What follows belongs to an exercise in optimizing a design on an open flow for small area, a short achievable clock period and few clock cycles per item; a production flow would make more cautious choices. In this exercise RTL edits were held to simulation tests only and were not proved equivalent to the original. Power is estimated from default activity; no workload was simulated.

## axi_lite_dut
module axi_lite_dut (
  input logic         clk,
  input logic         reset_n,
  input logic [31:0]  awaddr,
  input logic         awvalid,
  output logic        awready,
  input logic [31:0]  wdata,
  input logic         wvalid,
  output logic        wready,
  output logic        bvalid,
  input logic         bready,
  input logic [31:0]  araddr,
  input logic         arvalid,
  output logic        arready,
  output logic [31:0] rdata,
  output logic        rvalid,
  input logic         rready
);
  logic [7:0]  wb_a;
  logic [31:0] wb_d;
  logic        wb_av, wb_dv;
  logic [3:0]  bcnt;             
  logic        aw_in, w_in, commit, complete, b_take;
  logic        av_n, dv_n;
  logic [3:0]  bcnt_n;
  assign aw_in    = awvalid && awready;
  assign w_in     = wvalid && wready;
  assign commit   = wb_av && wb_dv;
  assign av_n     = aw_in || (wb_av && !commit);
  assign dv_n     = w_in  || (wb_dv && !commit);
  assign complete = av_n && dv_n;
  assign b_take   = bvalid && bready;
  assign bcnt_n   = bcnt + {3'b0, complete} - {3'b0, b_take};
  always_ff @(posedge clk) begin
    if (!reset_n) begin
      wb_av   <= 1'b0;
      wb_dv   <= 1'b0;
      bcnt    <= 4'd0;
      bvalid  <= 1'b0;
      awready <= 1'b0;
      wready  <= 1'b0;
    end else begin
      wb_av   <= av_n;
      wb_dv   <= dv_n;
      bcnt    <= bcnt_n;
      bvalid  <= bcnt_n != 4'd0;
      awready <= !(av_n && !dv_n) && bcnt_n < 4'd8;
      wready  <= !(dv_n && !av_n) && bcnt_n < 4'd8;
    end
  end
  logic [7:0]  a_n;
  logic [15:0] wh, wl;           
  assign a_n = aw_in ? awaddr[7:0] : wb_a;
  always_ff @(posedge clk) begin
    if (aw_in) wb_a <= awaddr[7:0];
    if (w_in)  wb_d <= wdata;
  ...
Size in the first run: roughly 24000 cells after synthesis.
Settings: LEC_CHECK=0, CAP_MARGIN=55, CORE_MARGIN=2, CORE_UTILIZATION=60, CTS_CLUSTER_DIAMETER=80, CTS_CLUSTER_SIZE=25, PLACE_DENSITY=0.7, SETUP_SLACK_MARGIN=2.0, SLEW_MARGIN=20, SYNTH_HIERARCHICAL=1, SYNTH_MEMORY_MAX_BITS=8192, TNS_END_PERCENT=10; clock period 4.5 ns.
run.sh (not shown) runs the stock make flow with config.mk's settings and CLKGATE_MAP_FILE= SYNTH_SCRIPT=/design/flow/synth_recipe.tcl, a recipe that flattens the netlist after the stock synthesis.
Testbench counts at the start, summed over its fixed seeds: cycles 14,228, items 16,000.
Next try:
Settings changed: CAP_MARGIN 55 to 20, CORE_UTILIZATION 60 to 64, PLACE_DENSITY 0.7 to 0.74, TNS_END_PERCENT 10 to not set.
The changed run ran to the end with no violations.
Design area shrinks by 0.76%.
Global-route usage rises by 3.9 points.
Setup slack degrades by 0.015 ns.
Routed wire length goes up by 2.5%.
Clock skew shrinks by 0.0064 ns.
Maximum frequency falls by about 0.5%.
Combinational power hardly moves.
Worst hold slack gets worse by 0.026 ns.


run a:
axi_lite_dut, a different RTL version from the one above (not shown whole).
For scale: roughly 24,000 cells after synthesis, about 140 I/O pins, about 290,000 um^2 of cells after synthesis.
make LEC_CHECK=0 CAP_MARGIN=55 CORE_MARGIN=2 CORE_UTILIZATION=66 CTS_CLUSTER_DIAMETER=80 CTS_CLUSTER_SIZE=25 PLACE_DENSITY=0.76 SETUP_SLACK_MARGIN=2.0 SLEW_MARGIN=50 SYNTH_HIERARCHICAL=1 SYNTH_MEMORY_MAX_BITS=8192 TNS_END_PERCENT=10 finish   # period 4.5 ns
No stage failed in run a, and the final checks on the layout all came back clean.
Testbench counts of run a, summed over its fixed seeds: cycles 14,228, items 16,000.
Changes in run b relative to run a:
- changing CORE_UTILIZATION from 66 to 64
- changing PLACE_DENSITY from 0.76 to 0.74
Results
Of run b and run a, run a shows the lower maximum frequency, with run b above it. For the sum of buffers and inverters on the critical path, run b came in 1 lower than run a did. Run b — worst setup slack 0.11 ns higher, run a as reference. Count of unresolved DRC violations after routing came out exactly the same in run b and run a. [run b vs run a] end-of-flow core utilization: lower in run b. In terms of cell area after placement, run b and run a differ only marginally.


axi_lite_dut, a different RTL version from the one above (not shown whole).
Size: roughly 24,000 cells after synthesis, about 8,300 flip-flops, roughly 140 I/O pins, ~0.29 mm² of cells after synthesis.
// axi_lite_dut
module axi_lite_dut (
  input logic         clk,
  input logic         reset_n,
  input logic [31:0]  awaddr,
  input logic         awvalid,
  output logic        awready,
  input logic [31:0]  wdata,
  input logic         wvalid,
  output logic        wready,
  output logic        bvalid,
  input logic         bready,
  input logic [31:0]  araddr,
  input logic         arvalid,
  output logic        arready,
  output logic [31:0] rdata,
  output logic        rvalid,
  input logic         rready
);
  logic [7:0]  wb_a;
  logic [31:0] wb_d;
  logic        wb_av, wb_dv;
  logic [3:0]  bcnt;             
  logic        aw_in, w_in, commit, complete, b_take;
  logic        av_n, dv_n;
  logic [3:0]  bcnt_n;
  assign aw_in    = awvalid && awready;
  assign w_in     = wvalid && wready;
  assign commit   = wb_av && wb_dv;
  assign av_n     = aw_in || (wb_av && !commit);
  assign dv_n     = w_in  || (wb_dv && !commit);
  assign complete = av_n && dv_n;
  assign b_take   = bvalid && bready;
  assign bcnt_n   = bcnt + {3'b0, complete} - {3'b0, b_take};
  always_ff @(posedge clk or negedge reset_n) begin
    if (!reset_n) begin
      wb_av   <= 1'b0;
      wb_dv   <= 1'b0;
      bcnt    <= 4'd0;
      bvalid  <= 1'b0;
      awready <= 1'b0;
      wready  <= 1'b0;
    end else begin
      wb_av   <= av_n;
      wb_dv   <= dv_n;
      bcnt    <= bcnt_n;
      bvalid  <= bcnt_n != 4'd0;
      awready <= !(av_n && !dv_n) && bcnt_n < 4'd8;
      wready  <= !(dv_n && !av_n) && bcnt_n < 4'd8;
    end
  end
  logic [7:0]  a_n;
  logic [15:0] wh, wl;           
  assign a_n = aw_in ? awaddr[7:0] : wb_a;
  always_ff @(posedge clk) begin
    if (aw_in) wb_a <= awaddr[7:0];
    if (w_in)  wb_d <= wdata;
    for (int i = 0; i < 16; i++) begin
      wh[i] <= complete && a_n[7:4] == i[3:0];
  ...
clock: 4.5 ns
lec_check: 0
cap_margin: 20
core_margin: 2
core_utilization: 78
cts_cluster_diameter: 80
cts_cluster_size: 25
place_density: 0.86
setup_slack_margin: 1.85
slew_margin: 20
synth_hierarchical: 1
synth_memory_max_bits: 8192
The starting point completed, yet does not pass: slew limit.
Testbench counts at the start, summed over its fixed seeds: cycles 14,228, items 16,000.
Next try:
CAP_MARGIN = 55   (was 20)
CORE_UTILIZATION = 62   (was 78)
PLACE_DENSITY = 0.72   (was 0.86)
SETUP_SLACK_MARGIN = 2.0   (was 1.85)
SLEW_MARGIN = 50   (was 20)
TNS_END_PERCENT = 10   (was not set)
Outcome: Now the flow finished clean. Sequential cell count does not change. First-iteration DRC count drops by 24%. Critical path depth shrinks by 2.
Next try:
CORE_UTILIZATION = 64   (was 62)
PLACE_DENSITY = 0.74   (was 0.72)
SLEW_MARGIN = 20   (was 50)
Result: The new run produced a layout that fails on slew limit. First-iteration DRC count went down by 3.4%. Total power drops by 0.49%. Area after synthesis does not change. Utilization rises by 2.8 points. Wire length hardly moves. Count of clock-buffer cells in the layout decreases by 19. Final area went up by 0.87%. Critical path depth rises by 2. Clock skew decreases by 4.9 ps.

afterwards: timing with drivers on the ports:
The flow's constraints put no driver on any port. The routed layouts listed below were extracted and timed again, unchanged, in two steps. Step 1 (the two cells are an assumption about what drives the block):
set clk [get_ports {clk}]
set_driving_cell -lib_cell sky130_fd_sc_hd__clkbuf_16 $clk
set_driving_cell -lib_cell sky130_fd_sc_hd__buf_2 [delete_from_list [all_inputs] $clk]
Step 2, shift: input delay + t, output delay - t, t = (earliest + latest rising clock arrival at the registers) / 2. This alone moves slack from input paths to output paths. Slacks: ideal / step 1 / step 2; pairs: ideal / step 1.
run	shift t [ns]	setup WS [ns]	hold slack, ns
the first run of note 1	1.178	1.479 / 1.162 / -0.016	0.374 / 0.274 / 0.476
the second run of note 1	1.185	1.463 / 1.205 / 0.020	0.348 / 0.271 / 0.476
run a	1.180	1.332 / 1.163 / -0.017	0.168 / 0.052 / 0.453
run b	1.190	1.445 / 1.202 / 0.012	0.216 / 0.107 / 0.476
the first run of note 3	1.181	1.097 / 0.877 / -0.305	0.152 / 0.066 / 0.474
the second run of note 3	1.215	1.362 / 0.927 / -0.287	0.142 / 0.021 / 0.473
the third run of note 3	1.194	1.485 / 1.170 / -0.024	0.139 / 0.037 / 0.477
The setup slack of the second run of note 3, which loses most, moves by -0.435 ns with the drivers and by -1.649 ns with both steps.
